Optimization exercise on an open flow, not production practice.
RTL: at most simulated, not proved equivalent.
Function not checked: runs 2 to 6.
Power: default activity.

<file path="flow/design.v">
module c_a22oi(input a1, input a2, input b1, input b2, output y); assign y = ~((a1 & a2) | (b1 & b2)); endmodule
module c_a221oi(input a1, input a2, input b1, input b2, input c1, output y); assign y = ~((a1 & a2) | (b1 & b2) | c1); endmodule
module c_a21oi(input a1, input a2, input b1, output y); assign y = ~((a1 & a2) | b1); endmodule
module c_o21ai(input a1, input a2, input b1, output y); assign y = ~((a1 | a2) & b1); endmodule
module c_a21o(input a1, input a2, input b1, output y); assign y = (a1 & a2) | b1; endmodule
module c_nand4(input a, input b, input c, input d, output y); assign y = ~(a & b & c & d); endmodule
module c_nand3(input a, input b, input c, output y); assign y = ~(a & b & c); endmodule
module c_and3(input a, input b, input c, output y); assign y = a & b & c; endmodule
module c_nand2(input a, input b, output y); assign y = ~(a & b); endmodule
module c_nor2(input a, input b, output y); assign y = ~(a | b); endmodule
module c_and2(input a, input b, output y); assign y = a & b; endmodule
module c_majn(input a, input bn, input c, output y); assign y = (a & ~bn) | (c & (a | ~bn)); endmodule
module c_andn(input a, input bn, output y); assign y = a & ~bn; endmodule
module c_xnor2(input a, input b, output y); assign y = ~(a ^ b); endmodule
module ks_add(input [31:0] a, input [31:0] bn, input ci, output [31:0] p, output [32:0] cn);
	wire [31:0] g;
	wire [31:0] G0, G1n, P1n, G2, P2, G3n, P3n, G4, P4, G5n;
	genvar i;
	generate for (i = 0; i < 32; i = i + 1) begin : l
		c_xnor2 up0(.a(a[i]), .b(bn[i]), .y(p[i]));           
		c_andn ug0(.a(a[i]), .bn(bn[i]), .y(g[i]));          
		if (i == 0) begin : c0
			c_majn um(.a(a[i]), .bn(bn[i]), .c(ci), .y(G0[i]));    
		end else begin : c1
			assign G0[i] = g[i];
		end
		if (i >= 1) begin : a1
			c_a21oi ug(.a1(p[i]), .a2(G0[i-1]), .b1(G0[i]), .y(G1n[i]));
			c_nand2 up(.a(p[i]), .b(p[i-1]), .y(P1n[i]));
		end else begin : b1
			assign G1n[i] = ~G0[i]; assign P1n[i] = ~p[i];
		end
		if (i >= 2) begin : a2
			c_o21ai ug(.a1(P1n[i]), .a2(G1n[i-2]), .b1(G1n[i]), .y(G2[i]));
			c_nor2 up(.a(P1n[i]), .b(P1n[i-2]), .y(P2[i]));
		end else begin : b2
			assign G2[i] = ~G1n[i]; assign P2[i] = ~P1n[i];
		end
		if (i >= 4) begin : a3
			c_a21oi ug(.a1(P2[i]), .a2(G2[i-4]), .b1(G2[i]), .y(G3n[i]));
			c_nand2 up(.a(P2[i]), .b(P2[i-4]), .y(P3n[i]));
		end else begin : b3
			assign G3n[i] = ~G2[i]; assign P3n[i] = ~P2[i];
		end
		if (i >= 8) begin : a4
			c_o21ai ug(.a1(P3n[i]), .a2(G3n[i-8]), .b1(G3n[i]), .y(G4[i]));
			c_nor2 up(.a(P3n[i]), .b(P3n[i-8]), .y(P4[i]));
		end else begin : b4
			assign G4[i] = ~G3n[i]; assign P4[i] = ~P3n[i];
		end
		if (i >= 16) begin : a5
			c_a21oi ug(.a1(P4[i]), .a2(G4[i-16]), .b1(G4[i]), .y(G5n[i]));
		end else begin : b5
			assign G5n[i] = ~G4[i];
		end
	end endgenerate
	assign cn = {G5n, ~ci};
endmodule
module ex_alu(
	input [31:0] a,
	input [31:0] rt, input [31:0] rtn,
	input [31:0] imm,         
	input pos, input neg,     
	input ci,
	input sel_sum,
	input [31:0] lres,
	output [31:0] res,
	output co
    );
	wire [31:0] bn, p, sum;
	wire [32:0] cn;
	genvar i;
	generate for (i = 0; i < 32; i = i + 1) begin : b
		c_a221oi ub(.a1(rt[i]), .a2(pos), .b1(rtn[i]), .b2(neg), .c1(imm[i]), .y(bn[i]));
	end endgenerate
	ks_add add(.a(a), .bn(bn), .ci(ci), .p(p), .cn(cn));
	generate for (i = 0; i < 32; i = i + 1) begin : s
		wire sbit;
		c_xnor2 ux(.a(p[i]), .b(cn[i]), .y(sbit));
		c_a21o ur(.a1(sbit), .a2(sel_sum), .b1(lres[i]), .y(res[i]));
	end endgenerate
	assign co = ~cn[32];
endmodule
module c_xor2(input a, input b, output y); assign y = a ^ b; endmodule
module c_nor4(input a, input b, input c, input d, output y); assign y = ~(a | b | c | d); endmodule
module eq32(input [31:0] a, input [31:0] b, output eq, output ne);
	wire [31:0] d;
	wire [15:0] z;
	wire [3:0] n;
	wire [1:0] m;
	genvar i;
	generate for (i = 0; i < 32; i = i + 1) begin : x
		c_xor2 u(.a(a[i]), .b(b[i]), .y(d[i]));
	end
	for (i = 0; i < 16; i = i + 1) begin : z2
		c_nor2 u(.a(d[2*i]), .b(d[2*i+1]), .y(z[i]));
	end
	for (i = 0; i < 4; i = i + 1) begin : n4
		c_nand4 u(.a(z[4*i]), .b(z[4*i+1]), .c(z[4*i+2]), .d(z[4*i+3]), .y(n[i]));
	end endgenerate
	c_nor2 um0(.a(n[0]), .b(n[1]), .y(m[0]));
	c_nor2 um1(.a(n[2]), .b(n[3]), .y(m[1]));
	c_and2 ue(.a(m[0]), .b(m[1]), .y(eq));
	c_nand2 un(.a(m[0]), .b(m[1]), .y(ne));
endmodule
module gtz32(input [31:0] a, output gt, output le);
	wire [15:0] z;
	wire [3:0] n;
	wire [1:0] m;
	genvar i;
	generate for (i = 0; i < 16; i = i + 1) begin : z2
		if (i == 15) begin : top
			c_inv u(.a(a[30]), .y(z[i]));
		end else begin : lo
			c_nor2 u(.a(a[2*i]), .b(a[2*i+1]), .y(z[i]));
		end
	end
	for (i = 0; i < 4; i = i + 1) begin : n4
		c_nand4 u(.a(z[4*i]), .b(z[4*i+1]), .c(z[4*i+2]), .d(z[4*i+3]), .y(n[i]));
	end endgenerate
	c_nor2 um0(.a(n[0]), .b(n[1]), .y(m[0]));
	c_nor2 um1(.a(n[2]), .b(n[3]), .y(m[1]));
	c_a21oi ug(.a1(m[0]), .a2(m[1]), .b1(a[31]), .y(gt));
	assign le = ~gt;
endmodule
module c_inv(input a, output y); assign y = ~a; endmodule
module c_mux2i(input a0, input a1, input s, output y); assign y = ~(s ? a1 : a0); endmodule
module c_a222oi(input a1, input a2, input b1, input b2, input c1, input c2, output y); assign y = ~((a1 & a2) | (b1 & b2) | (c1 & c2)); endmodule
module ks10(input [9:0] a, input [9:0] b, output [9:0] s);
	wire [9:0] p, g, G0, G1n, P1n, G2, P2, G3n, P3n, G4;
	genvar i;
	generate for (i = 0; i < 10; i = i + 1) begin : l
		c_xor2 up0(.a(a[i]), .b(b[i]), .y(p[i]));
		if (i == 0) begin : c0
			assign G0[i] = a[i] | b[i];       
		end else begin : c1
			c_and2 ug0(.a(a[i]), .b(b[i]), .y(g[i]));
			assign G0[i] = g[i];
		end
		if (i >= 1) begin : a1
			c_a21oi ug(.a1(p[i]), .a2(G0[i-1]), .b1(G0[i]), .y(G1n[i]));
			c_nand2 up(.a(p[i]), .b(p[i-1]), .y(P1n[i]));
		end else begin : b1
			assign G1n[i] = ~G0[i]; assign P1n[i] = ~p[i];
		end
		if (i >= 2) begin : a2
			c_o21ai ug(.a1(P1n[i]), .a2(G1n[i-2]), .b1(G1n[i]), .y(G2[i]));
			c_nor2 up(.a(P1n[i]), .b(P1n[i-2]), .y(P2[i]));
		end else begin : b2
			assign G2[i] = ~G1n[i]; assign P2[i] = ~P1n[i];
		end
		if (i >= 4) begin : a3
			c_a21oi ug(.a1(P2[i]), .a2(G2[i-4]), .b1(G2[i]), .y(G3n[i]));
			c_nand2 up(.a(P2[i]), .b(P2[i-4]), .y(P3n[i]));
		end else begin : b3
			assign G3n[i] = ~G2[i]; assign P3n[i] = ~P2[i];
		end
		if (i >= 8) begin : a4
			c_o21ai ug(.a1(P3n[i]), .a2(G3n[i-8]), .b1(G3n[i]), .y(G4[i]));
		end else begin : b4
			assign G4[i] = ~G3n[i];
		end
	end endgenerate
	assign s = p ^ {G4[8:0], 1'b1};
endmodule
module rd_tree(
	input [31:1] sel,
	input fsel,
	input [31:0] fwd,
	input [32*31-1:0] regs,    
	output [31:0] h0,          
	output [31:0] h1
    );
	genvar b, k;
	generate for (b = 0; b < 32; b = b + 1) begin : bt
		wire [31:0] d, s;
		wire [15:0] l1;
		wire [3:0] l2;
		assign d[0] = fwd[b];
		assign s[0] = fsel;
		for (k = 1; k < 32; k = k + 1) begin : t
			assign d[k] = regs[32*(k-1) + b];
			assign s[k] = sel[k];
		end
		for (k = 0; k < 16; k = k + 1) begin : a
			c_a22oi u(.a1(d[2*k]), .a2(s[2*k]), .b1(d[2*k+1]), .b2(s[2*k+1]), .y(l1[k]));
		end
		for (k = 0; k < 4; k = k + 1) begin : n
			c_nand4 u(.a(l1[4*k]), .b(l1[4*k+1]), .c(l1[4*k+2]), .d(l1[4*k+3]), .y(l2[k]));
		end
		c_nor2 o0(.a(l2[0]), .b(l2[1]), .y(h0[b]));
		c_nor2 o1(.a(l2[2]), .b(l2[3]), .y(h1[b]));
	end endgenerate
endmodule
module rd_port_a(
	input [31:1] sel, input fsel, input [31:0] fwd,
	input lsel, input [31:0] ld,
	input [32*31-1:0] regs,
	output [31:0] q,           
	output [31:0] q0           
    );
	wire [31:0] h0, h1;
	rd_tree t(.sel(sel), .fsel(fsel), .fwd(fwd), .regs(regs), .h0(h0), .h1(h1));
	genvar b;
	generate for (b = 0; b < 32; b = b + 1) begin : bt
		wire lt;
		c_nand2 ol(.a(lsel), .b(ld[b]), .y(lt));
		c_nand3 oq(.a(h0[b]), .b(h1[b]), .c(lt), .y(q[b]));
		c_nand2 o0(.a(h0[b]), .b(h1[b]), .y(q0[b]));
	end endgenerate
endmodule
module rd_port_b(
	input [31:1] sel, input fsel, input [31:0] fwd,
	input [32*31-1:0] regs,
	output [31:0] q,
	output [31:0] qn
    );
	wire [31:0] h0, h1;
	rd_tree t(.sel(sel), .fsel(fsel), .fwd(fwd), .regs(regs), .h0(h0), .h1(h1));
	genvar b;
	generate for (b = 0; b < 32; b = b + 1) begin : bt
		c_nand2 oq(.a(h0[b]), .b(h1[b]), .y(q[b]));
		c_and2 on(.a(h0[b]), .b(h1[b]), .y(qn[b]));
	end endgenerate
endmodule
module CPU(
	input clk,
	input rst,
	output [31:0]imem_addr,
	input [31:0]imem_rdata,
	output [31:0]dmem_addr,
	output [31:0]dmem_wdata,
	output dmem_we,
	input [31:0]dmem_rdata
    );
	reg [9:0] pc;                  
	reg        id_valid;           
	reg        id_vn;              
	reg        rp;                 
	reg [9:0]  rpc;
	reg [1:0]  id_bix;             
	reg [1:0]  bht [0:3];          
	reg        up_v, up_t;         
	reg [1:0]  up_ix;
	reg [31:1] id_rsa, id_rsb;     
	reg        id_fwa, id_fwb;     
	reg        id_fla;             
	reg [15:0] id_imm;             
	reg        id_pos, id_neg;     
	reg        id_ci;              
	reg        id_sum;             
	reg        id_and, id_or, id_slt, id_sltw;
	reg        id_lw, id_sw;
	reg        id_rq, id_rn, id_rg, id_rl;    
	reg        id_wr;              
	reg [4:0]  id_dest;
	reg [9:0]  id_alt;             
	reg [31:0] mem_res;            
	reg [31:0] mem_sd;             
	reg        mem_we, mem_wb, mem_ld;
	reg [4:0]  mem_dest;
	reg [31:0] rf [1:31];
	wire bht_p = bht[pc[1:0]][1];
	wire [31:0] ins = imem_rdata;
	wire [5:0] op = ins[31:26];
	wire [5:0] fn = ins[5:0];
	wire [4:0] f_rs = ins[25:21];
	wire [4:0] f_rt = ins[20:16];
	wire [4:0] f_rd = ins[15:11];
	wire f_r0   = (op == 6'h00);
	wire f_add  = f_r0 & (fn == 6'h20);
	wire f_sub  = f_r0 & (fn == 6'h22);
	wire f_and  = f_r0 & (fn == 6'h24);
	wire f_or   = f_r0 & (fn == 6'h25);
	wire f_slt  = f_r0 & (fn == 6'h2a);
	wire f_rtype = f_add | f_sub | f_and | f_or | f_slt;
	wire f_addi = (op == 6'h08);
	wire f_lw   = (op == 6'h23);
	wire f_sw   = (op == 6'h2b);
	wire f_beq  = (op == 6'h04);
	wire f_bgtz = (op == 6'h07);
	wire f_j    = (op == 6'h02);
	wire f_imm  = f_addi | f_lw | f_sw;
	wire f_pt   = (f_beq | f_bgtz) & bht_p;    
	wire [4:0] f_dest = f_rtype ? f_rd : f_rt;
	wire f_wr = (f_rtype | f_addi | f_lw) & (f_dest != 5'd0);
	wire [9:0] pc1  = pc + 10'd1;
	wire [9:0] btgt;
	ks10 uadd(.a(pc), .b(ins[9:0]), .s(btgt));
	wire [9:0] alt  = f_pt ? pc1 : btgt;
	wire s_j = f_j & ~rp & ~rst;
	wire s_t = f_pt & ~rp & ~rst;
	wire s_s = ((~f_j & ~f_pt) | rp) & ~rst;
	wire [9:0] pcs = rp ? rpc : pc1;
	wire [9:0] predn;
	wire [9:0] altn = ~(id_alt & {10{~rst}});
	wire [9:0] pc_d;
	genvar gp;
	generate for (gp = 0; gp < 10; gp = gp + 1) begin : npc
		c_a222oi up(.a1(ins[gp]), .a2(s_j), .b1(btgt[gp]), .b2(s_t), .c1(pcs[gp]), .c2(s_s), .y(predn[gp]));
		c_mux2i um(.a0(predn[gp]), .a1(altn[gp]), .s(redirect), .y(pc_d[gp]));
	end endgenerate
	wire ex_fire = id_valid;
	wire [32*31-1:0] regs;
	genvar gi;
	generate for (gi = 1; gi < 32; gi = gi + 1) begin : rfw
		assign regs[32*(gi-1) +: 32] = rf[gi];
	end endgenerate
	wire [31:0] ra, ra0, rt, rtn;
	rd_port_a porta(.sel(id_rsa), .fsel(id_fwa), .fwd(mem_res), .lsel(id_fla), .ld(dmem_rdata), .regs(regs), .q(ra), .q0(ra0));
	rd_port_b portb(.sel(id_rsb), .fsel(id_fwb), .fwd(mem_res), .regs(regs), .q(rt), .qn(rtn));
	wire co;
	wire [31:0] lres = ({32{id_and}} & (ra & rt)) |
	                   ({32{id_or}}  & (ra | rt)) |
	                   {31'd0, (id_slt & ~co) | (id_sltw & co)};
	wire [31:0] res;
	ex_alu alu(.a(ra), .rt(rt), .rtn(rtn), .imm({{16{id_imm[15]}}, id_imm}),
	           .pos(id_pos), .neg(id_neg), .ci(id_ci), .sel_sum(id_sum),
	           .lres(lres), .res(res), .co(co));
	wire eq, ne, gtz, lez;
	eq32 ueq(.a(ra0), .b(rt), .eq(eq), .ne(ne));
	gtz32 ugt(.a(ra0), .gt(gtz), .le(lez));
	wire x1, x2, redirect;
	c_a22oi ur1(.a1(id_rq), .a2(eq), .b1(id_rn), .b2(ne), .y(x1));
	c_a22oi ur2(.a1(id_rg), .a2(gtz), .b1(id_rl), .b2(lez), .y(x2));
	c_a21oi ur3(.a1(x1), .a2(x2), .b1(id_vn), .y(redirect));
	wire taken = ((id_rq | id_rn) & eq) | ((id_rg | id_rl) & gtz);
	wire ex_br = id_valid & (id_rq | id_rn | id_rg | id_rl);
	wire ex_wr = ex_fire & id_wr;
	wire m_rs = ex_wr & (f_rs == id_dest);
	wire m_rt = ex_wr & (f_rt == id_dest);
	wire l_rs = m_rs & id_lw;
	wire l_rt = m_rt & id_lw;
	wire f_comm = f_add | f_and | f_or | f_slt;    
	wire n_stall = ((f_beq | f_bgtz) & l_rs) | ((f_beq | f_sw) & l_rt) |
	               (f_rtype & l_rt & (~f_comm | l_rs));
	wire swap = f_comm & l_rt & ~l_rs;
	wire [4:0] ea = swap ? f_rt : f_rs;
	wire [4:0] eb = swap ? f_rs : f_rt;
	wire ma = swap ? m_rt : m_rs;
	wire mb = swap ? m_rs : m_rt;
	wire n_valid = ~rst & ~redirect & ~n_stall & ~rp;
	integer k;
	always @(posedge clk) begin
		pc <= pc_d;
		id_valid <= n_valid;
		id_vn <= ~n_valid;
		rp <= ~rst & n_stall & ~redirect;
		rpc <= pc;
		id_bix <= pc[1:0];
		up_v <= ex_br & ~rst;
		up_t <= taken;
		up_ix <= id_bix;
		for (k = 0; k < 4; k = k + 1)
			if (rst) bht[k] <= 2'b01;
			else if (up_v && up_ix == k) begin
				if (up_t && bht[k] != 2'b11) bht[k] <= bht[k] + 2'd1;
				else if (!up_t && bht[k] != 2'b00) bht[k] <= bht[k] - 2'd1;
			end
	end
	always @(posedge clk) begin
		for (k = 1; k < 32; k = k + 1) begin
			id_rsa[k] <= (ea == k) & ~ma;
			id_rsb[k] <= (eb == k) & ~mb;
		end
		id_fwa <= ma & ~id_lw;
		id_fwb <= mb & ~id_lw;
		id_fla <= ma & id_lw;
		id_imm <= f_imm ? ins[15:0] : 16'd0;
		id_pos <= f_add;
		id_neg <= f_sub | f_slt;
		id_ci  <= f_sub | (f_slt & ~swap);
		id_sum <= f_add | f_sub | f_imm;
		id_and <= f_and;
		id_or  <= f_or;
		id_slt <= f_slt & ~swap;
		id_sltw <= f_slt & swap;
		id_lw <= f_lw;
		id_sw <= f_sw;
		id_rq <= f_beq & ~f_pt;
		id_rn <= f_beq & f_pt;
		id_rg <= f_bgtz & ~f_pt;
		id_rl <= f_bgtz & f_pt;
		id_wr <= f_wr;
		id_dest <= f_dest;
		id_alt <= alt;
	end
	always @(posedge clk) begin
		if (rst) begin
			mem_we <= 1'b0;
			mem_wb <= 1'b0;
		end else begin
			mem_we <= ex_fire & id_sw;
			mem_wb <= ex_fire & id_wr;
		end
		mem_ld <= id_lw;
		mem_dest <= id_dest;
		mem_res <= res;
		mem_sd <= rt;
	end
	assign imem_addr  = {20'd0, pc, 2'b00};
	assign dmem_addr  = mem_res;
	assign dmem_wdata = mem_sd;
	assign dmem_we    = mem_we;
	wire [31:0] wd = mem_ld ? dmem_rdata : mem_res;
	always @(posedge clk)
		if (mem_wb) rf[mem_dest] <= wd;
endmodule
</file>
<file path="flow/flow/run.sh">
#!/bin/bash
# Layout flow: the standard synthesis, then the ORFS flow with
#  - combinational cells reset to drive strength 1 before floorplanning,
#  - timing repair aimed at a tighter setup target (SETUP_SLACK_MARGIN),
#  - port buffers of a plain buffer cell.
# Each tool's log goes to the ORFS logs folder; make's output to *.log here.
set -e
F=$(pwd)/flow
bash standard.sh synth > synth.log 2>&1
bash standard.sh PRE_FLOORPLAN_TCL=$F/downsize.tcl \
  SETUP_SLACK_MARGIN=7 TNS_END_PERCENT=100 \
  "BUFFER_PORTS_ARGS=-buffer_cell sky130_fd_sc_hd__buf_2" \
  finish > layout.log 2>&1
</file>
<file path="flow/flow/downsize.tcl">
# Before floorplanning: put every combinational logic cell at its smallest
# drive strength; timing repair later sizes up the cells that need it.
set db [ord::get_db]
set n 0
foreach inst [[ord::get_db_block] getInsts] {
  set m [[$inst getMaster] getName]
  if {![regexp {^sky130_fd_sc_hd__([a-z0-9]+)_([0-9]+)$} $m -> base sz]} { continue }
  if {$sz <= 1} { continue }
  if {[regexp {^(df|edf|sdf|dl|buf|inv|clk|conb|tap|fill|decap|diode|bufbuf|bufinv|probe|lpflow|macro)} $base]} { continue }
  set new [$db findMaster sky130_fd_sc_hd__${base}_1]
  if {$new eq "NULL" || $new eq ""} { continue }
  $inst swapMaster $new
  incr n
}
puts "downsize: $n cells set to drive strength 1"
</file>
<file path="flow/standard.sh">
#!/bin/bash
# synth_recipe.tcl (not shown) runs the flow's synth.tcl, then flattens the netlist and writes it again
# the make line also repeats each setting of config.mk as NAME=value (left out here)
make -C /OpenROAD-flow-scripts/flow DESIGN_CONFIG=/design/flow/config.mk WORK_HOME=/design/flow/orfs CLKGATE_MAP_FILE= SYNTH_SCRIPT=/design/flow/synth_recipe.tcl "${@:-finish}"
</file>
<file path="flow/config.mk">
export PLATFORM = sky130hd
export DESIGN_NAME = CPU
export DESIGN_NICKNAME = CPU
export VERILOG_FILES = /design/flow/design.v
export SDC_FILE = /design/flow/constraint.sdc
export NUM_CORES = 8
export LEC_CHECK = 0
export CAP_MARGIN = 20
export CORE_MARGIN = 2
export CORE_UTILIZATION = 60
export CTS_BUF_LIST = sky130_fd_sc_hd__clkbuf_8 sky130_fd_sc_hd__clkbuf_16
export CTS_CLUSTER_DIAMETER = 60
export CTS_CLUSTER_SIZE = 30
export GPL_ROUTABILITY_DRIVEN = 0
export SLEW_MARGIN = 20
export SYNTH_HIERARCHICAL = 1
</file>
<file path="flow/constraint.sdc">
create_clock -name core_clock -period 10.5 [get_ports {clk}]
set_input_delay 2.1000 -clock core_clock [delete_from_list [all_inputs] [get_ports {clk}]]
set_output_delay 2.1000 -clock core_clock [all_outputs]
set_load 0.01 [all_outputs]
</file>
==> results of run 1 <==
-- sequential cells by signal, indices dropped and copies added (netlist names), 2 cells and up --
signal    count
bht           8
id_alt       10
id_dest       5
id_imm       16
id_rsa       31
id_rsb       31
mem_dest      5
mem_res      32
mem_sd       32
pc           10
rf          992
rpc           9
up_ix         2
-- cell type report --
cell class                 count  share of cell area
inverter                      34             0.00212
clock buffer                  81              0.0337
timing repair buffer         281              0.0345
multi-input combinational   2717               0.324
tap                         1144              0.0238
sequential                  1210               0.568
clock inverter                69              0.0139
-- timing repair --
item	in CTS	in global routing
setup buffers	12	18
setup endpoints to repair	60	56
gates cloned	0	2
pin swaps	12	62
resized for setup	185	213
hold endpoints to repair	0	0
-- worst max-delay path, stage by stage, from the launching register on --
cell	delay, ns
dfxtp_4	0.40
buf_12	0.19
a22oi_1	0.22
nand4_1	0.27
nor2_4	0.32
nand2_2	0.16
a221oi_4	0.39
nor2b_1	0.13
a21oi_1	0.26
o21ai_1	0.17
a21oi_1	0.22
o21ai_1	0.11
a21oi_2	0.22
xnor2_1	0.15
a21o_1	0.23
-- metal layers --
layer | global-route usage | routed length (um) | part of all wire
met5 | 0.00162 | 95 | 0.00050
met4 | 0.267 | 14000 | 0.073
met3 | 0.126 | 28000 | 0.15
met2 | 0.597 | 80900 | 0.42
met1 | 0.553 | 68000 | 0.36
-- power breakdown --
part / leakage (nW) / switching [mW] / internal (mW) / total (mW)
clock: 1.41 / 1.89 / 1.62 / 3.51
combinational: 7.49 / 0.561 / 0.251 / 0.813
sequential: 11.2 / 0.0417 / 5.19 / 5.23
-- worst paths after layout --
path,startpoint,endpoint,slack (ns),cells after the start
max,id_rsb[18],mem_res[21],6.92,14
min,rpc[1],up_ix[1],0.34,0
max reg2reg,id_rsb[18],mem_res[21],6.92,14
min reg2reg,rpc[1],up_ix[1],0.34,0
-- stage by stage --
step / util / cell area [sq um]
final: 0.704 / 60200
after global routing: 0.704 / 60200
after CTS: 0.691 / 59100
after detailed placement: 0.647 / 55300
after global placement: 0.647 / 55300
after floorplan: - / 52600
==> impl_metrics.env, run 1 <==
export IMPL_cts_root_buf="clkbuf_16"
export IMPL_drcViolationCount=0
export IMPL_drt_total_wl_mm=191
export IMPL_seqCellArea_sq_mm=0.0342
export IMPL_grt_pass1_wl_mm=266
export IMPL_fin_nets=4394
export IMPL_arrival_ns=4.16
export IMPL_syn_inst=4012
export IMPL_fin_cells=5536
export IMPL_ant_nets=0
export IMPL_dpl_hpwl_mm=109
export IMPL_final_common_cell="a22oi_1"
export IMPL_die_x_um=298
export IMPL_antenna_found_initial=4
export IMPL_clock_sinks=1210
export IMPL_clockBufferDepth=3
export IMPL_power_density_mw_per_mm2=159
export IMPL_peakVddDrop_v=0.000160
export IMPL_core_area_sq_mm=0.0855
export IMPL_rsz0062_at_grt="true"
export IMPL_dpl_worst_slack_ns=6.21
export IMPL_period_needed_ns=3.58
export IMPL_numCtsBuffers=80
export IMPL_power_leakage_nw=20.1
export IMPL_cts_hold_buffers=0
export IMPL_portBuffers=140
export IMPL_final_cell_mix="a22oi_1 (1014), edfxtp_1 (992), nand4_1 (290), nand2_1 (189), dfxtp_1 (183)"
export IMPL_cp_required_ns=11.07
export IMPL_yosysWarningCount=8
export IMPL_finalPower_mw=9.55
export IMPL_io_pin_count=163
export IMPL_grt_start_max_net_pins=34
export IMPL_holdWs_ns=0.345
export IMPL_routedWlPerCell_um=34.5
export IMPL_vias=41900
export IMPL_row_count=107
export IMPL_cp_max_fo=16
export IMPL_critPathKind="reg -> reg"
export IMPL_maxSlewViolCount=0
export IMPL_finalSetupViolations=0
export IMPL_skew_ns=0.0383
export IMPL_placed_cells=5353
export IMPL_relSlewSlack=0.150
export IMPL_final_hold_violation_count=0
export IMPL_drt_iter0_drc=7221
export IMPL_grt_util_all_layers=0.416
export IMPL_status="no timing/DRC/antenna violations"
export IMPL_crit_path_end_kind="flop"
export IMPL_multi_input_area_sq_mm=0.0195
export IMPL_layout_setup_ws_ns=6.92
export IMPL_die_area_sq_mm=0.0890
export IMPL_cts_max_level=3
export IMPL_die_h_um=298
export IMPL_antenna_cells=0
export IMPL_n_fill_cell=5879
export IMPL_fin_crit_sh=0.341
export IMPL_cts_tree="built"
export IMPL_cap_violations=0
export IMPL_tns_ns=0
export IMPL_grt_pass1_vias=39400
export IMPL_grt_overflow=0
export IMPL_hp_class="reg -> reg"
export IMPL_first_pass_iters=9
export IMPL_startpoint_type="flop"
export IMPL_worstMarginPinSlew_ns=1.27
export IMPL_initial_utilization=0.607
export IMPL_clk_pin_slew_worst_paths_ns=0.09
export IMPL_fmax_mhz=279
export IMPL_worstSkewPairLatency_ns=0.71
export IMPL_via_per_inst=7.57
export IMPL_drive_gt1_frac=0.181
Testbench counts, summed over its fixed seeds: cycles 30,486.
==> run 2: changes to the inputs <==
--- a/flow/design.v
+++ b/flow/design.v
@@ -66,7 +66,8 @@
 	input [31:0] lres,
 	output [31:0] res,
+	output [31:0] sum,
 	output co
     );
-	wire [31:0] bn, p, sum;
+	wire [31:0] bn, p;
 	wire [32:0] cn;
 	genvar i;
@@ -76,7 +77,6 @@
 	ks_add add(.a(a), .bn(bn), .ci(ci), .p(p), .cn(cn));
 	generate for (i = 0; i < 32; i = i + 1) begin : s
-		wire sbit;
-		c_xnor2 ux(.a(p[i]), .b(cn[i]), .y(sbit));
-		c_a21o ur(.a1(sbit), .a2(sel_sum), .b1(lres[i]), .y(res[i]));
+		c_xnor2 ux(.a(p[i]), .b(cn[i]), .y(sum[i]));
+		c_a21o ur(.a1(sum[i]), .a2(sel_sum), .b1(lres[i]), .y(res[i]));
 	end endgenerate
 	assign co = ~cn[32];
@@ -257,4 +257,5 @@
 	reg [9:0]  id_alt;             
 	reg [31:0] mem_res;            
+	reg [31:0] mem_ao;             
 	reg [31:0] mem_sd;             
 	reg        mem_we, mem_wb, mem_ld;
@@ -314,8 +315,8 @@
 	                   ({32{id_or}}  & (ra | rt)) |
 	                   {31'd0, (id_slt & ~co) | (id_sltw & co)};
-	wire [31:0] res;
+	wire [31:0] res, sum;
 	ex_alu alu(.a(ra), .rt(rt), .rtn(rtn), .imm({{16{id_imm[15]}}, id_imm}),
 	           .pos(id_pos), .neg(id_neg), .ci(id_ci), .sel_sum(id_sum),
-	           .lres(lres), .res(res), .co(co));
+	           .lres(lres), .res(res), .sum(sum), .co(co));
 	wire eq, ne, gtz, lez;
 	eq32 ueq(.a(ra0), .b(rt), .eq(eq), .ne(ne));
@@ -397,8 +398,9 @@
 		mem_dest <= id_dest;
 		mem_res <= res;
+		mem_ao <= sum;
 		mem_sd <= rt;
 	end
 	assign imem_addr  = {20'd0, pc, 2'b00};
-	assign dmem_addr  = mem_res;
+	assign dmem_addr  = mem_ao;
 	assign dmem_wdata = mem_sd;
 	assign dmem_we    = mem_we;
--- a/flow/config.mk
+++ b/flow/config.mk
@@ -8,9 +8,8 @@
 export CAP_MARGIN = 20
 export CORE_MARGIN = 2
-export CORE_UTILIZATION = 60
-export CTS_BUF_LIST = sky130_fd_sc_hd__clkbuf_8 sky130_fd_sc_hd__clkbuf_16
+export CORE_UTILIZATION = 55
+export CTS_BUF_LIST = sky130_fd_sc_hd__clkbuf_16
 export CTS_CLUSTER_DIAMETER = 60
 export CTS_CLUSTER_SIZE = 30
-export GPL_ROUTABILITY_DRIVEN = 0
 export SLEW_MARGIN = 20
 export SYNTH_HIERARCHICAL = 1
==> run 2 against run 1 <==
  * Sequential power rose by 3%
  * Sequential cell count rose by 32
  * Still clean
  * Largest power group unchanged
  * Critical endpoint is now mem_res[22]
  * Combinational power rose by about 20%
  * Die area rose by 9.7%
  * Register-to-register slack got worse by 0.08 ns
==> impl_metrics.env, run 2 <==
export IMPL_io_pin_count=163
export IMPL_crit_path_end_kind="flop"
export IMPL_drt_total_wl_mm=203
export IMPL_arrival_ns=4.26
export IMPL_maxSlewViolCount=0
export IMPL_portBuffers=140
export IMPL_n_fill_cell=6927
export IMPL_multi_input_area_sq_mm=0.0203
export IMPL_via_per_inst=7.30
export IMPL_cts_root_buf="clkbuf_16"
export IMPL_row_count=113
export IMPL_antenna_found_initial=4
export IMPL_fin_util=0.665
export IMPL_power_leakage_nw=21.3
export IMPL_first_pass_iters=9
export IMPL_rsz0062_at_grt="true"
export IMPL_path_cells="buf_6 -> a22oi_1 -> nand4_1 -> nor2_2 -> and2_1 -> a221oi_4 -> inv_1 -> maj3_2 -> a21oi_4 -> buf_4 -> buf_4 -> inv_2 -> a21oi_4 -> inv_2 -> a21oi_4 -> xnor2_2 -> a21o_1"
export IMPL_largest_reg_flops=992
export IMPL_final_hold_violation_count=0
export IMPL_skew_ns=0.0284
export IMPL_cts_tree="built"
export IMPL_fin_nets=4420
export IMPL_dpl_hpwl_mm=119
export IMPL_die_h_um=312
export IMPL_cp_slowest_cell="buf_6"
export IMPL_tns_ns=0
export IMPL_final_cell_mix="a22oi_1 (1020), edfxtp_1 (992), nand4_1 (268), dfxtp_1 (232), nor2_1 (211)"
export IMPL_grt_start_max_net_pins=34
export IMPL_cts_hold_buffers=0
export IMPL_die_x_um=312
export IMPL_seqCellArea_sq_mm=0.0348
export IMPL_ant_nets=0
export IMPL_initial_utilization=0.553
export IMPL_power_density_mw_per_mm2=167
export IMPL_cap_violations=0
export IMPL_drt_iter0_drc=7418
export IMPL_core_area_sq_mm=0.0946
export IMPL_clock_sinks=1242
export IMPL_routedWlPerCell_um=35.6
export IMPL_drcViolationCount=0
export IMPL_die_area_sq_mm=0.0976
export IMPL_cp_max_fo=32
export IMPL_yosysWarningCount=8
export IMPL_worstSkewPairLatency_ns=0.72
export IMPL_startpoint_type="flop"
export IMPL_grt_pass1_wl_mm=280
export IMPL_syn_inst=3984
export IMPL_cp_required_ns=11.10
export IMPL_slowest_delay_ns=0.47
export IMPL_status="no timing/DRC/antenna violations"
export IMPL_cts_max_level=3
export IMPL_final_common_cell="a22oi_1"
export IMPL_relSlewSlack=0.198
export IMPL_top_register="rf"
export IMPL_gp_congestion=0.995
export IMPL_cp_common_cell="a21oi_4"
export IMPL_numCtsBuffers=99
export IMPL_finalSetupViolations=0
export IMPL_vias=41600
export IMPL_worstMarginPinSlew_ns=1.20
export IMPL_period_needed_ns=3.66
export IMPL_drive_gt1_frac=0.217
export IMPL_peakVddDrop_v=0.000174
export IMPL_clk_pin_slew_worst_paths_ns=0.08
export IMPL_grt_pass1_vias=39200
export IMPL_clockBufferDepth=3
export IMPL_fmax_mhz=273
export IMPL_grt_util_all_layers=0.406
export IMPL_hp_class="reg -> reg"
export IMPL_critPathKind="reg -> reg"
export IMPL_fin_crit_sh=0.349
export IMPL_grt_overflow=0
## run 2: per-stage QoR
| step | cell area [sq um] | instances | power (mW) | hold slack, ns | setup WS (ns) |
|---|---|---|---|---|---|
| final | 62900 | 5705 | 10.5 | 0.374 | 6.84 |
| after global routing | 62800 | 5701 | 10.7 | 0.384 | 6.77 |
| after CTS | 61300 | 5663 | 10.4 | 0.374 | 6.91 |
| after detailed placement | 56300 | 5459 | 6.29 | 0.353 | 5.79 |
| after global placement | 56200 | 5457 | 6.28 | 0.356 | 5.19 |
| after floorplan | 53300 | 4005 | 5.93 | 0.327 | 6.38 |
## run 2: path summary, 6_finish.rpt
kind	from	end	slack [ns]	cells after the start
worst max-delay path	id_rsb[6]	mem_res[22]	6.84	17
worst max register to register	id_rsb[6]	mem_res[22]	6.84	17
worst min register to register	rpc[1]	up_ix[1]	0.37	0
worst min-delay path	rpc[1]	up_ix[1]	0.37	0
## run 2: cell type report
cell class,count,share of cell area
Timing Repair Buffer,306,0.0377
Clock inverter,83,0.0164
Clock buffer,104,0.0414
Inverter,29,0.00173
Multi-Input combinational cell,2672,0.323
Tap cell,1265,0.0252
Antenna cell,4,0.000159
Sequential cell,1242,0.554
## run 2: routing by layer
layer	wire, um	track usage	vias to the layer above
met5	0	0	-
met4	13300	0.242	0
met3	27900	0.109	591
met2	86700	0.585	3495
met1	75000	0.554	20500
li1	-	-	17100
## run 2: repair_timing
| action | 4_1_cts | 5_1_grt |
|---|---|---|
| gates resized for setup | 287 | 240 |
| setup endpoints to repair | 141 | 103 |
| setup buffers | 17 | 35 |
| cloned | 0 | 2 |
| pin swaps | 34 | 87 |
## run 2: report_power, final
| part | internal, mW | leakage [nW] | switching, mW |
|---|---|---|---|
| Clock | 2.00 | 1.77 | 2.11 |
| Sequential | 5.33 | 11.4 | 0.0490 |
| Combinational | 0.311 | 8.08 | 0.665 |
| Total | 7.64 | 21.3 | 2.83 |
## run 2: critical path, delay by kind of cell (launching register included)
kind	cells	cell delay [ns]
AOI/OAI and AO/OA	6	1.29
buffers and inverters	6	0.95
and+or+nand+nor	3	0.43
adders and majority gates	1	0.38
DFF	1	0.34
xor gates and xnor gates	1	0.14
==> run 3: changes to the inputs <==
--- a/flow/config.mk
+++ b/flow/config.mk
@@ -8,5 +8,5 @@
 export CAP_MARGIN = 20
 export CORE_MARGIN = 2
-export CORE_UTILIZATION = 55
+export CORE_UTILIZATION = 60
 export CTS_BUF_LIST = sky130_fd_sc_hd__clkbuf_16
 export CTS_CLUSTER_DIAMETER = 60
==> run 3 against run 2 <==
  * Still clean on timing, DRC and antenna
  * Cell area is 0.92% lower
  * Cell count is 2.4% lower
  * Utilization increased by 5.4 points
  * First-iteration DRC count is 6.3% lower
  * Hold slack worse by 0.0062 ns
  * Sequential share of layout area is 0.49 points higher
  * Die area fell by 8.2%
  * Power down 3.6%
  * Sequential cell count did not move
  * Critical path depth decreased by 3
  * Largest power group unchanged
==> impl_metrics.env, run 3 <==
export IMPL_status="no timing/DRC/antenna violations"
export IMPL_antenna_found_initial=0
export IMPL_final_hold_violation_count=0
export IMPL_core_area_sq_mm=0.0866
export IMPL_power_density_mw_per_mm2=162
export IMPL_drt_iter0_drc=6948
export IMPL_drcViolationCount=0
export IMPL_final_common_cell="a22oi_1"
export IMPL_peakVddDrop_v=0.000192
export IMPL_placed_cell_area_sq_mm=0.0561
export IMPL_fmax_mhz=277
export IMPL_cts_tree="built"
export IMPL_clock_sinks=1242
export IMPL_grt_util_all_layers=0.411
export IMPL_grt_start_max_net_pins=34
export IMPL_syn_inst=3984
export IMPL_finalPower_mw=10.1
export IMPL_dpl_hpwl_mm=111
export IMPL_cts_hold_buffers=0
export IMPL_maxSlewViolCount=0
export IMPL_initial_utilization=0.604
export IMPL_crit_path_end_kind="flop"
export IMPL_grt_pass1_vias=39100
export IMPL_rsz0062_at_grt="true"
export IMPL_numCtsBuffers=88
export IMPL_clockBufferDepth=3
export IMPL_top_register="rf"
export IMPL_io_pin_count=163
export IMPL_first_pass_iters=9
export IMPL_worstSkewPairLatency_ns=0.71
export IMPL_fin_crit_sh=0.344
export IMPL_cts_max_level=3
export IMPL_gp_congestion=0.980
export IMPL_n_fill_cell=5843
export IMPL_row_count=108
export IMPL_wl_met2_mm=84.4
export IMPL_relSlewSlack=0.191
export IMPL_startpoint_type="flop"
export IMPL_ant_nets=0
export IMPL_skew_ns=0.0339
export IMPL_clk_pin_slew_worst_paths_ns=0.09
export IMPL_finalSetupViolations=0
export IMPL_drt_total_wl_mm=190
export IMPL_highest_layer="met4"
export IMPL_critPathKind="reg -> reg"
export IMPL_hp_class="reg -> reg"
export IMPL_cts_root_buf="clkbuf_16"
export IMPL_die_area_sq_mm=0.0896
export IMPL_power_leakage_nw=21.0
export IMPL_dpl_worst_slack_ns=5.50
export IMPL_grt_pass1_wl_mm=264
export IMPL_grt_overflow=0
export IMPL_die_x_um=299
export IMPL_period_needed_ns=3.61
export IMPL_met3_length_mm=25.2
export IMPL_tns_ns=0
export IMPL_arrival_ns=4.26
export IMPL_yosysWarningCount=8
export IMPL_antenna_cells=0
export IMPL_drt_met1_wl_mm=64.9
export IMPL_layout_setup_ws_ns=6.89
export IMPL_design_area_sq_mm=0.0623
export IMPL_via_per_inst=7.35
export IMPL_fin_nets=4406
export IMPL_routedWlPerCell_um=34.1
export IMPL_holdWs_ns=0.368
export IMPL_final_cell_mix="a22oi_1 (1006), edfxtp_1 (992), nand4_1 (268), dfxtp_1 (241), nor2_1 (213)"
export IMPL_vias=40900
export IMPL_largest_reg_flops=992
export IMPL_die_h_um=299
export IMPL_cap_violations=0
export IMPL_cp_required_ns=11.15
export IMPL_drive_gt1_frac=0.204
export IMPL_portBuffers=140
export IMPL_worstMarginPinSlew_ns=1.21
export IMPL_cp_max_fo=16
==> run 3: final timing paths <==
kind,startpoint,to,slack (ns),depth (start not counted)
max reg2reg,id_rsb[21],mem_res[19],6.89,14
min reg2reg,rpc[1],up_ix[1],0.37,0
min,rpc[1],up_ix[1],0.37,0
max,id_rsb[21],mem_res[19],6.89,14
==> run 3: timing repair <==
item | 4_1_cts | 5_1_grt
setup buffers | 19 | 35
cloned | 0 | 2
gates resized for setup | 233 | 288
endpoints found under the setup margin | 140 | 110
pin swaps | 30 | 125
==> run 3: routing by layer <==
| layer | GRT usage | up-vias |
|---|---|---|
| met2 | 0.613 | 3288 |
| met1 | 0.525 | 20000 |
| met5 | 0 | - |
| met4 | 0.302 | 0 |
| met3 | 0.103 | 616 |
| li1 | - | 17000 |
==> run 3: layout make-up <==
class	count	area (sq um)	share of cell area
Tap cell	1155	1450	0.0232
Timing Repair Buffer	303	2400	0.0385
Sequential cell	1242	34800	0.559
Inverter	29	109	0.00175
Clock buffer	89	2230	0.0358
Multi-Input combinational cell	2672	20300	0.326
Clock inverter	77	975	0.0157
==> run 3: per-stage QoR <==
| step | utilization | instances |
|---|---|---|
| CTS | 0.699 | 5530 |
| finish | 0.719 | 5567 |
| global route | 0.719 | 5567 |
| floorplan | - | 4005 |
| global placement | 0.647 | 5343 |
| detailed placement | 0.648 | 5345 |
==> run 3: critical path, stage by stage, from the launching register on <==
cell and delay (ns):
dfxtp_4 0.41, clkbuf_16 0.23, a22oi_1 0.18, nand4_1 0.21, nor2_4 0.27, nand2_2 0.20
a221oi_4 0.41, xnor2_2 0.23, nand2_1 0.21, nor2_1 0.26, nand2_1 0.14, o21ai_1 0.14
a21oi_1 0.08, xnor2_1 0.40, a21o_1 0.18
==> run 3: report_power, final <==
part / switching (mW) / leakage [nW] / internal (mW)
Combinational: 0.648 / 8.03 / 0.314
Sequential: 0.0351 / 11.4 / 5.33
Clock: 2.01 / 1.55 / 1.75
Total: 2.69 / 21.0 / 7.40
==> run 4: changes to the inputs <==
--- a/flow/config.mk
+++ b/flow/config.mk
@@ -8,5 +8,5 @@
 export CAP_MARGIN = 20
 export CORE_MARGIN = 2
-export CORE_UTILIZATION = 60
+export CORE_UTILIZATION = 65
 export CTS_BUF_LIST = sky130_fd_sc_hd__clkbuf_16
 export CTS_CLUSTER_DIAMETER = 60
==> run 4 against run 3 <==
  * Still clean on timing, DRC and antenna
  * Setup slack worse by 0.30 ns
  * Die area is 7.6% lower
  * Register-to-register slack worse by 0.30 ns
  * Clock skew is 0.011 ns higher
  * Sequential power hardly changed
  * First-iteration DRC count is 23% higher
  * Sequential share of layout area is 0.31 points higher
  * Critical path depth is 2 higher
  * Global-route usage is 6.5 points higher
  * Utilization is 5.4 points higher
  * Critical path type unchanged
  * Largest cell class unchanged
==> impl_metrics.env, run 4 <==
export IMPL_cp_slowest_cell="a221oi_2"
export IMPL_first_pass_iters=11
export IMPL_cts_hold_buffers=0
export IMPL_io_pin_count=163
export IMPL_final_hold_violation_count=0
export IMPL_die_h_um=288
export IMPL_worstSkewPairLatency_ns=0.70
export IMPL_cts_max_level=3
export IMPL_worstMarginPinSlew_ns=1.25
export IMPL_grt_pass1_vias=40700
export IMPL_fin_crit_sh=0.372
export IMPL_cp_required_ns=11.08
export IMPL_highest_layer="met5"
export IMPL_core_area_sq_mm=0.0802
export IMPL_finalSetupViolations=0
export IMPL_die_x_um=288
export IMPL_hp_class="reg -> reg"
export IMPL_fin_nets=4405
export IMPL_startpoint_type="flop"
export IMPL_clk_pin_slew_worst_paths_ns=0.09
export IMPL_period_needed_ns=3.91
export IMPL_yosysWarningCount=8
export IMPL_drive_gt1_frac=0.209
export IMPL_syn_inst=3984
export IMPL_initial_utilization=0.653
export IMPL_fmax_mhz=256
export IMPL_cp_max_fo=32
export IMPL_dpl_hpwl_mm=117
export IMPL_cap_violations=0
export IMPL_largest_reg_flops=992
export IMPL_final_common_cell="a22oi_1"
export IMPL_grt_overflow=0
export IMPL_cp_common_cell="nand2_1"
export IMPL_drt_iter0_drc=8546
export IMPL_routedWlPerCell_um=36.9
export IMPL_grt_util_all_layers=0.476
export IMPL_maxSlewViolCount=0
export IMPL_path_cells="buf_12 -> a22oi_1 -> nand4_1 -> nor2_4 -> nand2_1 -> a221oi_2 -> xnor2_2 -> nand2_1 -> nor2_1 -> nand2_1 -> o21ai_2 -> a21oi_4 -> inv_1 -> mux2i_1 -> nand3_1 -> a21o_1"
export IMPL_fin_util=0.773
export IMPL_rsz0062_at_grt="true"
export IMPL_gp_congestion=0.966
export IMPL_row_count=104
export IMPL_arrival_ns=4.48
export IMPL_crit_path_end_kind="flop"
export IMPL_ant_nets=0
export IMPL_relSlewSlack=0.168
export IMPL_via_per_inst=7.87
export IMPL_cts_tree="built"
export IMPL_antenna_found_initial=4
export IMPL_layout_setup_ws_ns=6.59
export IMPL_grt_start_max_net_pins=34
export IMPL_top_register="rf"
export IMPL_final_cell_mix="a22oi_1 (1009), edfxtp_1 (992), nand4_1 (268), dfxtp_1 (234), nor2_1 (206)"
export IMPL_numCtsBuffers=82
export IMPL_power_density_mw_per_mm2=162
export IMPL_critPathKind="reg -> reg"
export IMPL_portBuffers=140
export IMPL_met3_length_mm=35.0
export IMPL_power_leakage_nw=21.0
export IMPL_die_area_sq_mm=0.0828
export IMPL_drcViolationCount=0
export IMPL_wl_met2_mm=83.0
export IMPL_skew_ns=0.0448
export IMPL_clock_sinks=1242
export IMPL_clockBufferDepth=3
export IMPL_status="no timing/DRC/antenna violations"
export IMPL_grt_pass1_wl_mm=278
export IMPL_tns_ns=0
export IMPL_slowest_delay_ns=0.44
export IMPL_drt_total_wl_mm=202
export IMPL_drt_met1_wl_mm=66.6
export IMPL_peakVddDrop_v=0.000181
export IMPL_vias=43100
export IMPL_dpl_worst_slack_ns=5.70
export IMPL_cts_root_buf="clkbuf_16"
[run 4: layer usage]
layer,GRT usage,vias to the layer above
met4,0.319,7
li1,-,17000
met5,0,-
met1,0.610,20600
met3,0.188,947
met2,0.670,4533
[run 4: final cells by class]
type                            count  area, sq um
Timing Repair Buffer              308         2390
Clock buffer                       85         2130
Clock inverter                     69          907
Antenna cell                        5         12.5
Inverter                           29          116
Multi-Input combinational cell   2672        20300
Fill cell                        4903        18200
Tap cell                         1060         1330
Sequential cell                  1242        34800
[run 4: stage by stage]
| step | hold slack [ns] | std cells | instance area (sq um) | total power, mW |
|---|---|---|---|---|
| final | 0.368 | 5470 | 62000 | 10.0 |
| after global routing | 0.376 | 5465 | 61900 | 10.2 |
| after CTS | 0.368 | 5428 | 60400 | 9.87 |
| after detailed placement | 0.350 | 5254 | 56000 | 6.27 |
| after global placement | 0.354 | 5253 | 56000 | 6.26 |
| after floorplan | 0.327 | 4005 | 53300 | 5.93 |
[run 4: final timing paths]
| kind | start | to | slack [ns] | depth (start not counted) |
|---|---|---|---|---|
| max | id_rsb[16] | mem_res[0] | 6.59 | 16 |
| min | rpc[1] | up_ix[1] | 0.37 | 0 |
| max reg2reg | id_rsb[16] | mem_res[0] | 6.59 | 16 |
| min reg2reg | rpc[1] | up_ix[1] | 0.37 | 0 |
[run 4: where the power goes]
group          internal [mW]  switching, mW
Sequential              5.33         0.0456
Combinational          0.307          0.668
Clock                   1.71           1.95
[run 4: repair_timing]
action / in CTS / in global routing
cloned: 0 / 3
resized for setup: 263 / 270
pin swaps: 34 / 76
setup buffers: 20 / 34
endpoints found under the hold margin: 0 / 0
endpoints found under the setup margin: 143 / 101
[run 4: worst max-delay path: cells and delay by family (launching register included)]
family,cells,cell delay (ns)
AO/OA/AOI/OAI,5,1.12
XOR/XNOR,1,0.24
buffers and inverters,2,0.29
flip-flops,1,0.33
multiplexers,1,0.24
AND/OR/NAND/NOR,7,1.48
==> run 5: changes to the inputs <==
--- a/flow/design.v
+++ b/flow/design.v
@@ -10,5 +10,5 @@
 module c_nor2(input a, input b, output y); assign y = ~(a | b); endmodule
 module c_and2(input a, input b, output y); assign y = a & b; endmodule
-module c_majn(input a, input bn, input c, output y); assign y = (a & ~bn) | (c & (a | ~bn)); endmodule
+module c_orn(input a, input bn, output y); assign y = a | ~bn; endmodule
 module c_andn(input a, input bn, output y); assign y = a & ~bn; endmodule
 module c_xnor2(input a, input b, output y); assign y = ~(a ^ b); endmodule
@@ -21,5 +21,7 @@
 		c_andn ug0(.a(a[i]), .bn(bn[i]), .y(g[i]));          
 		if (i == 0) begin : c0
-			c_majn um(.a(a[i]), .bn(bn[i]), .c(ci), .y(G0[i]));    
+			wire t0;
+			c_orn ut(.a(a[i]), .bn(bn[i]), .y(t0));                    
+			c_a21o um(.a1(t0), .a2(ci), .b1(g[i]), .y(G0[i]));        
 		end else begin : c1
 			assign G0[i] = g[i];
@@ -66,8 +68,7 @@
 	input [31:0] lres,
 	output [31:0] res,
-	output [31:0] sum,
 	output co
     );
-	wire [31:0] bn, p;
+	wire [31:0] bn, p, sum;
 	wire [32:0] cn;
 	genvar i;
@@ -77,6 +78,7 @@
 	ks_add add(.a(a), .bn(bn), .ci(ci), .p(p), .cn(cn));
 	generate for (i = 0; i < 32; i = i + 1) begin : s
-		c_xnor2 ux(.a(p[i]), .b(cn[i]), .y(sum[i]));
-		c_a21o ur(.a1(sum[i]), .a2(sel_sum), .b1(lres[i]), .y(res[i]));
+		wire sbit;
+		c_xnor2 ux(.a(p[i]), .b(cn[i]), .y(sbit));
+		c_a21o ur(.a1(sbit), .a2(sel_sum), .b1(lres[i]), .y(res[i]));
 	end endgenerate
 	assign co = ~cn[32];
@@ -257,5 +259,4 @@
 	reg [9:0]  id_alt;             
 	reg [31:0] mem_res;            
-	reg [31:0] mem_ao;             
 	reg [31:0] mem_sd;             
 	reg        mem_we, mem_wb, mem_ld;
@@ -315,8 +316,8 @@
 	                   ({32{id_or}}  & (ra | rt)) |
 	                   {31'd0, (id_slt & ~co) | (id_sltw & co)};
-	wire [31:0] res, sum;
+	wire [31:0] res;
 	ex_alu alu(.a(ra), .rt(rt), .rtn(rtn), .imm({{16{id_imm[15]}}, id_imm}),
 	           .pos(id_pos), .neg(id_neg), .ci(id_ci), .sel_sum(id_sum),
-	           .lres(lres), .res(res), .sum(sum), .co(co));
+	           .lres(lres), .res(res), .co(co));
 	wire eq, ne, gtz, lez;
 	eq32 ueq(.a(ra0), .b(rt), .eq(eq), .ne(ne));
@@ -398,9 +399,8 @@
 		mem_dest <= id_dest;
 		mem_res <= res;
-		mem_ao <= sum;
 		mem_sd <= rt;
 	end
 	assign imem_addr  = {20'd0, pc, 2'b00};
-	assign dmem_addr  = mem_ao;
+	assign dmem_addr  = mem_res;
 	assign dmem_wdata = mem_sd;
 	assign dmem_we    = mem_we;
--- a/flow/config.mk
+++ b/flow/config.mk
@@ -8,8 +8,9 @@
 export CAP_MARGIN = 20
 export CORE_MARGIN = 2
-export CORE_UTILIZATION = 65
+export CORE_UTILIZATION = 60
 export CTS_BUF_LIST = sky130_fd_sc_hd__clkbuf_16
 export CTS_CLUSTER_DIAMETER = 60
 export CTS_CLUSTER_SIZE = 30
+export GPL_ROUTABILITY_DRIVEN = 0
 export SLEW_MARGIN = 20
 export SYNTH_HIERARCHICAL = 1
==> run 5 against run 4 <==
  * Clock skew down 0.015 ns
  * Sequential power down 3%
  * Die area up 7.5%
  * Clock power down 5%
  * Non-clock buffer count down 44
  * Maximum frequency up 8.4%
  * First-iteration DRC count down 10%
  * Sequential cell count down 32
  * Cell area down 3.4%
  * Register-to-register slack better by 0.35 ns
  * Cell count up 0.84%
  * Critical path type is now in -> reg
==> impl_metrics.env, run 5 <==
export IMPL_fmax_mhz=277
export IMPL_critPathKind="in -> reg"
export IMPL_drt_total_wl_mm=189
export IMPL_antenna_cells=0
export IMPL_peakVddDrop_v=0.000187
export IMPL_met3_usage=0.121
export IMPL_final_common_cell="a22oi_1"
export IMPL_crit_path_end_kind="flop"
export IMPL_largest_reg_flops=992
export IMPL_cts_max_level=3
export IMPL_clk_pin_slew_worst_paths_ns=0.09
export IMPL_status="no timing/DRC/antenna violations"
export IMPL_syn_inst=4013
export IMPL_arrival_ns=4.17
export IMPL_drive_gt1_frac=0.178
export IMPL_relSlewSlack=0.206
export IMPL_cts_root_buf="clkbuf_16"
export IMPL_antenna_found_initial=1
export IMPL_startpoint_type="primary input"
export IMPL_core_area_sq_mm=0.0855
export IMPL_power_leakage_nw=19.9
export IMPL_clock_sinks=1210
export IMPL_period_needed_ns=3.60
export IMPL_routedWlPerCell_um=34.2
export IMPL_tns_ns=0
export IMPL_worstSetupStartpoint="dmem_rdata[16]"
export IMPL_dpl_worst_slack_ns=6.06
export IMPL_grt_util_all_layers=0.411
export IMPL_die_x_um=298
export IMPL_rr_startpoint="id_rsb[24]"
export IMPL_die_h_um=298
export IMPL_rsz0062_at_grt="true"
export IMPL_vias=41600
export IMPL_fin_util=0.700
export IMPL_grt_start_max_net_pins=34
export IMPL_row_count=107
export IMPL_power_density_mw_per_mm2=159
export IMPL_top_usage_layer="met2"
export IMPL_die_area_sq_mm=0.0890
export IMPL_min_delay_start="id_bix[0]"
export IMPL_ant_nets=0
export IMPL_gr_usage_met2=0.591
export IMPL_skew_ns=0.0303
export IMPL_io_pin_count=163
export IMPL_final_cell_mix="a22oi_1 (1021), edfxtp_1 (992), nand4_1 (290), nand2_1 (191), nor2_1 (181)"
export IMPL_cp_required_ns=11.06
export IMPL_via_per_inst=7.54
export IMPL_yosysWarningCount=8
export IMPL_worstSkewPairLatency_ns=0.68
export IMPL_fin_nets=4376
export IMPL_cp_max_fo=4
export IMPL_cts_hold_buffers=0
export IMPL_design_area_sq_mm=0.0599
export IMPL_met1_usage=0.563
export IMPL_placed_cell_area_sq_mm=0.0553
export IMPL_n_fill_cell=6054
export IMPL_initial_utilization=0.608
export IMPL_cts_tree="built"
export IMPL_numCtsBuffers=78
export IMPL_grt_pass1_vias=39000
export IMPL_portBuffers=140
export IMPL_reg_top3="rf: 992 flops, mem_res: 32 flops, mem_sd: 32 flops"
export IMPL_grt_overflow=0
export IMPL_fin_crit_sh=0.343
export IMPL_final_hold_violation_count=0
export IMPL_first_pass_iters=10
export IMPL_drt_iter0_drc=7683
export IMPL_dpl_hpwl_mm=109
export IMPL_finalSetupViolations=0
export IMPL_cap_violations=0
export IMPL_layout_setup_ws_ns=6.90
export IMPL_hp_class="reg -> reg"
export IMPL_drcViolationCount=0
export IMPL_maxSlewViolCount=0
export IMPL_worstMarginPinSlew_ns=1.19
export IMPL_grt_pass1_wl_mm=265
export IMPL_clockBufferDepth=3
export IMPL_top_register="rf"
==> run 5: per-stage QoR <==
stage / instances / power [mW] / hold WS, ns
final: 5516 / 9.50 / 0.359
after global routing: 5516 / 9.72 / 0.375
after CTS: 5497 / 9.42 / 0.364
after detailed placement: 5349 / 6.02 / 0.339
after global placement: 5349 / 6.02 / 0.340
after floorplan: 4034 / 5.74 / 0.327
==> run 5: report_power, final <==
group | internal, mW | switching [mW] | leakage [nW]
Sequential | 5.19 | 0.0433 | 11.2
Clock | 1.59 | 1.88 | 1.40
Combinational | 0.247 | 0.557 | 7.36
Total | 7.03 | 2.48 | 19.9
==> run 5: area by class of cell <==
type | count | area (sq um) | share of cell area
tap | 1144 | 1430 | 0.0239
multi-input combinational | 2719 | 19400 | 0.324
clock inverter | 64 | 772 | 0.0129
timing repair buffer | 264 | 1850 | 0.0310
inverter | 33 | 124 | 0.00207
clock buffer | 82 | 2050 | 0.0343
sequential | 1210 | 34200 | 0.572
==> run 5: critical path: stages <==
cell and delay, ns:
buf_2 0.12, nand2_1 0.07, nand3_2 0.19, xnor2_2 0.33, nand2_1 0.19, nor2_2 0.26
nand2_1 0.14, nor2_1 0.16, a21oi_2 0.10, inv_1 0.08, mux2i_1 0.19, nand3_1 0.09
a21o_1 0.15
==> run 5: worst paths after layout <==
check | to | slack, ns | cells past startpoint
max | mem_res[0] | 6.90 | 13
min | up_ix[0] | 0.36 | 0
max reg2reg | mem_res[0] | 6.94 | 16
min reg2reg | up_ix[0] | 0.36 | 0
==> run 5: timing repair <==
item | in CTS | in global routing
resized for setup | 141 | 215
setup buffers | 2 | 18
endpoints found under the setup margin | 89 | 70
pin swaps | 5 | 59
==> run 5: routing by layer <==
layer / vias up / share of wire / wire length [um]
met5: - / 0.00021 / 40
met4: 4 / 0.069 / 13100
met3: 672 / 0.16 / 29500
met2: 3806 / 0.42 / 78900
met1: 20000 / 0.36 / 67200
li1: 17100 / - / -
==> run 6: changes to the inputs <==
--- a/flow/design.v
+++ b/flow/design.v
@@ -10,5 +10,5 @@
 module c_nor2(input a, input b, output y); assign y = ~(a | b); endmodule
 module c_and2(input a, input b, output y); assign y = a & b; endmodule
-module c_orn(input a, input bn, output y); assign y = a | ~bn; endmodule
+module c_majn(input a, input bn, input c, output y); assign y = (a & ~bn) | (c & (a | ~bn)); endmodule
 module c_andn(input a, input bn, output y); assign y = a & ~bn; endmodule
 module c_xnor2(input a, input b, output y); assign y = ~(a ^ b); endmodule
@@ -21,7 +21,5 @@
 		c_andn ug0(.a(a[i]), .bn(bn[i]), .y(g[i]));          
 		if (i == 0) begin : c0
-			wire t0;
-			c_orn ut(.a(a[i]), .bn(bn[i]), .y(t0));                    
-			c_a21o um(.a1(t0), .a2(ci), .b1(g[i]), .y(G0[i]));        
+			c_majn um(.a(a[i]), .bn(bn[i]), .c(ci), .y(G0[i]));    
 		end else begin : c1
 			assign G0[i] = g[i];
@@ -85,4 +83,5 @@
 endmodule
 module c_xor2(input a, input b, output y); assign y = a ^ b; endmodule
+module c_nor3(input a, input b, input c, output y); assign y = ~(a | b | c); endmodule
 module c_nor4(input a, input b, input c, input d, output y); assign y = ~(a | b | c | d); endmodule
 module eq32(input [31:0] a, input [31:0] b, output eq, output ne);
@@ -171,12 +170,11 @@
 	input [31:0] fwd,
 	input [32*31-1:0] regs,    
-	output [31:0] h0,          
-	output [31:0] h1
+	output [31:0] h            
     );
 	genvar b, k;
 	generate for (b = 0; b < 32; b = b + 1) begin : bt
 		wire [31:0] d, s;
-		wire [15:0] l1;
-		wire [3:0] l2;
+		wire [10:0] l1;
+		wire [2:0] l2;
 		assign d[0] = fwd[b];
 		assign s[0] = fsel;
@@ -185,12 +183,13 @@
 			assign s[k] = sel[k];
 		end
-		for (k = 0; k < 16; k = k + 1) begin : a
-			c_a22oi u(.a1(d[2*k]), .a2(s[2*k]), .b1(d[2*k+1]), .b2(s[2*k+1]), .y(l1[k]));
-		end
-		for (k = 0; k < 4; k = k + 1) begin : n
-			c_nand4 u(.a(l1[4*k]), .b(l1[4*k+1]), .c(l1[4*k+2]), .d(l1[4*k+3]), .y(l2[k]));
-		end
-		c_nor2 o0(.a(l2[0]), .b(l2[1]), .y(h0[b]));
-		c_nor2 o1(.a(l2[2]), .b(l2[3]), .y(h1[b]));
+		for (k = 0; k < 10; k = k + 1) begin : a
+			c_a222oi u(.a1(d[3*k]), .a2(s[3*k]), .b1(d[3*k+1]), .b2(s[3*k+1]),
+			           .c1(d[3*k+2]), .c2(s[3*k+2]), .y(l1[k]));
+		end
+		c_a22oi u10(.a1(d[30]), .a2(s[30]), .b1(d[31]), .b2(s[31]), .y(l1[10]));
+		c_nand4 n0(.a(l1[0]), .b(l1[1]), .c(l1[2]), .d(l1[3]), .y(l2[0]));
+		c_nand4 n1(.a(l1[4]), .b(l1[5]), .c(l1[6]), .d(l1[7]), .y(l2[1]));
+		c_nand3 n2(.a(l1[8]), .b(l1[9]), .c(l1[10]), .y(l2[2]));
+		c_nor3 o(.a(l2[0]), .b(l2[1]), .c(l2[2]), .y(h[b]));
 	end endgenerate
 endmodule
@@ -202,12 +201,12 @@
 	output [31:0] q0           
     );
-	wire [31:0] h0, h1;
-	rd_tree t(.sel(sel), .fsel(fsel), .fwd(fwd), .regs(regs), .h0(h0), .h1(h1));
+	wire [31:0] h;
+	rd_tree t(.sel(sel), .fsel(fsel), .fwd(fwd), .regs(regs), .h(h));
 	genvar b;
 	generate for (b = 0; b < 32; b = b + 1) begin : bt
 		wire lt;
 		c_nand2 ol(.a(lsel), .b(ld[b]), .y(lt));
-		c_nand3 oq(.a(h0[b]), .b(h1[b]), .c(lt), .y(q[b]));
-		c_nand2 o0(.a(h0[b]), .b(h1[b]), .y(q0[b]));
+		c_nand2 oq(.a(h[b]), .b(lt), .y(q[b]));
+		c_inv o0(.a(h[b]), .y(q0[b]));
 	end endgenerate
 endmodule
@@ -218,11 +217,11 @@
 	output [31:0] qn
     );
-	wire [31:0] h0, h1;
-	rd_tree t(.sel(sel), .fsel(fsel), .fwd(fwd), .regs(regs), .h0(h0), .h1(h1));
+	wire [31:0] h;
+	rd_tree t(.sel(sel), .fsel(fsel), .fwd(fwd), .regs(regs), .h(h));
 	genvar b;
 	generate for (b = 0; b < 32; b = b + 1) begin : bt
-		c_nand2 oq(.a(h0[b]), .b(h1[b]), .y(q[b]));
-		c_and2 on(.a(h0[b]), .b(h1[b]), .y(qn[b]));
+		c_inv oq(.a(h[b]), .y(q[b]));
 	end endgenerate
+	assign qn = h;
 endmodule
 module CPU(
--- a/flow/config.mk
+++ b/flow/config.mk
@@ -12,5 +12,4 @@
 export CTS_CLUSTER_DIAMETER = 60
 export CTS_CLUSTER_SIZE = 30
-export GPL_ROUTABILITY_DRIVEN = 0
 export SLEW_MARGIN = 20
 export SYNTH_HIERARCHICAL = 1
==> run 6 against run 5 <==
  * Still clean
  * Cell count shrank 8.4%
  * Hold slack lost 0.023 ns
  * Power increased by 3.6%
  * Clock power up 7.5%
  * Sequential cell count is the same
  * Clock skew up 0.0097 ns
  * Utilization is 1.6 points higher
  * Largest power group unchanged
  * Highest routed layer unchanged
==> impl_metrics.env, run 6 <==
export IMPL_pwr_share_comb=0.090
export IMPL_top_register="rf"
export IMPL_final_hold_violation_count=0
export IMPL_power_leakage_nw=20.5
export IMPL_vias=40700
export IMPL_grt_pass1_vias=38700
export IMPL_cts_tree="built"
export IMPL_p_sw_frac=0.265
export IMPL_syn_inst=3532
export IMPL_die_area_sq_mm=0.0861
export IMPL_fin_nets=3976
export IMPL_rr_startpoint="id_rsa[15]"
export IMPL_switchingPower_mw=2.61
export IMPL_critPathKind="reg -> reg"
export IMPL_dpl_hpwl_mm=113
export IMPL_clk_pin_slew_worst_paths_ns=0.10
export IMPL_final_cell_mix="edfxtp_1 (992), a222oi_1 (651), dfxtp_1 (197), nand2_1 (171), nand4_1 (162)"
export IMPL_core_area_sq_mm=0.0833
export IMPL_numCtsBuffers=81
export IMPL_cp_max_fo=10
export IMPL_fin_cells=5053
export IMPL_cts_max_level=3
export IMPL_die_h_um=293
export IMPL_routedWlPerCell_um=37.3
export IMPL_drt_iter0_drc=11500
export IMPL_first_pass_iters=22
export IMPL_drt_met1_wl_mm=62.0
export IMPL_fmax_mhz=240
export IMPL_fin_crit_sh=0.396
export IMPL_yosysWarningCount=8
export IMPL_path_cells="buf_12 -> buf_6 -> a222oi_1 -> nand4_1 -> nor3_4 -> nand2_1 -> xnor2_4 -> nand2_4 -> o21ai_4 -> a21oi_4 -> o21ai_2 -> a21oi_2 -> inv_2 -> mux2i_1 -> nand3_1 -> a21o_1"
export IMPL_period_needed_ns=4.16
export IMPL_whs_path_depth=0
export IMPL_relSlewSlack=0.219
export IMPL_power_density_mw_per_mm2=165
export IMPL_portBuffers=140
export IMPL_arrival_ns=4.73
export IMPL_worstSkewPairLatency_ns=0.69
export IMPL_power_frac_clock=0.379
export IMPL_reg_top3="rf: 992 flops, mem_res: 32 flops, mem_sd: 32 flops"
export IMPL_clockBufferDepth=3
export IMPL_drcViolationCount=0
export IMPL_status="no timing/DRC/antenna violations"
export IMPL_rsz0062_at_grt="true"
export IMPL_row_count=106
export IMPL_rrSetupSlack_ns=6.34
export IMPL_skew_ns=0.0400
export IMPL_final_common_cell="edfxtp_1"
export IMPL_hold_end="up_ix[0]"
export IMPL_antenna_found_initial=1
export IMPL_largest_reg_flops=992
export IMPL_tns_ns=0
export IMPL_finalSetupViolations=0
export IMPL_grt_start_max_net_pins=34
export IMPL_io_pin_count=163
export IMPL_gp_congestion=0.966
export IMPL_hp_class="reg -> reg"
export IMPL_peakVddDrop_v=0.000189
export IMPL_highest_layer="met5"
export IMPL_internal_power_mw=7.23
export IMPL_startpoint_type="flop"
export IMPL_path_delay_family="simple AND/OR/NAND/NOR gates"
export IMPL_finalPower_mw=9.84
export IMPL_cp_required_ns=11.08
export IMPL_grt_util_all_layers=0.424
export IMPL_grt_overflow=0
export IMPL_rr_worst_depth=16
export IMPL_crit_buf_inv=3
export IMPL_fin_util=0.716
export IMPL_placed_cells=4806
export IMPL_r2r_end="mem_res[0]"
-- run 6: area by class of cell --
class                           instances  area [sq um]  area share
Clock buffer                           83          2080      0.0348
Tap cell                             1080          1350      0.0227
Inverter                               98           372     0.00623
Antenna cell                            2          5.00   0.0000840
Timing Repair Buffer                  342          2680      0.0449
Sequential cell                      1210         34200       0.574
Multi-Input combinational cell       2173         17800       0.299
Clock inverter                         65          1090      0.0182
-- run 6: worst max path at each step --
stage	startpoint	endpoint	slack, ns	cells after the start
after global placement	id_fwb	mem_res[28]	5.31	14
after detailed placement	id_fwb	mem_res[0]	5.31	16
after global routing	id_rsb[18]	mem_res[0]	6.39	17
after CTS	id_rsb[18]	mem_res[0]	6.63	17
final	id_rsa[15]	mem_res[0]	6.34	16
after floorplan	dmem_rdata[0]	mem_res[0]	6.77	12
-- run 6: timing repair --
item | CTS | global route
gates resized for setup | 332 | 112
buffers inserted | 59 | 31
setup endpoints to repair | 107 | 62
cloned | 3 | 3
pin swaps | 134 | 100
-- run 6: worst reg2reg max path: cells and delay by family (launching register included) --
family / cells / cell delay (ns)
AOI/OAI and AO/OA: 6 / 1.15
DFF: 1 / 0.38
buffers and inverters: 3 / 0.48
muxes: 1 / 0.24
and+or+nand+nor: 5 / 1.47
xor gates and xnor gates: 1 / 0.33
-- run 6: power by group through the flow --
stage	registers, mW	logic, mW	clock network [mW]
final	5.23	0.887	3.73
after global routing	5.23	0.913	3.90
after CTS	5.23	0.812	3.72
after detailed placement	5.34	0.682	0
after global placement	5.34	0.674	0
after floorplan	5.35	0.371	0
-- run 6: through the flow --
step,hold slack [ns],instance area [sq um],setup slack [ns]
3_5_place_dp,0.339,53400,5.31
5_1_grt,0.347,59600,6.39
6_report,0.336,59600,6.34
4_1_cts,0.342,58700,6.63
2_1_floorplan,0.327,50700,6.77
3_3_place_gp,0.337,53400,5.31
-- run 6: routing by layer --
metal  vias up  GRT usage
met5         -    0.00737
met4         2      0.276
met3       717     0.0995
met2      4184      0.637
met1     19600      0.555
li1      16200          -
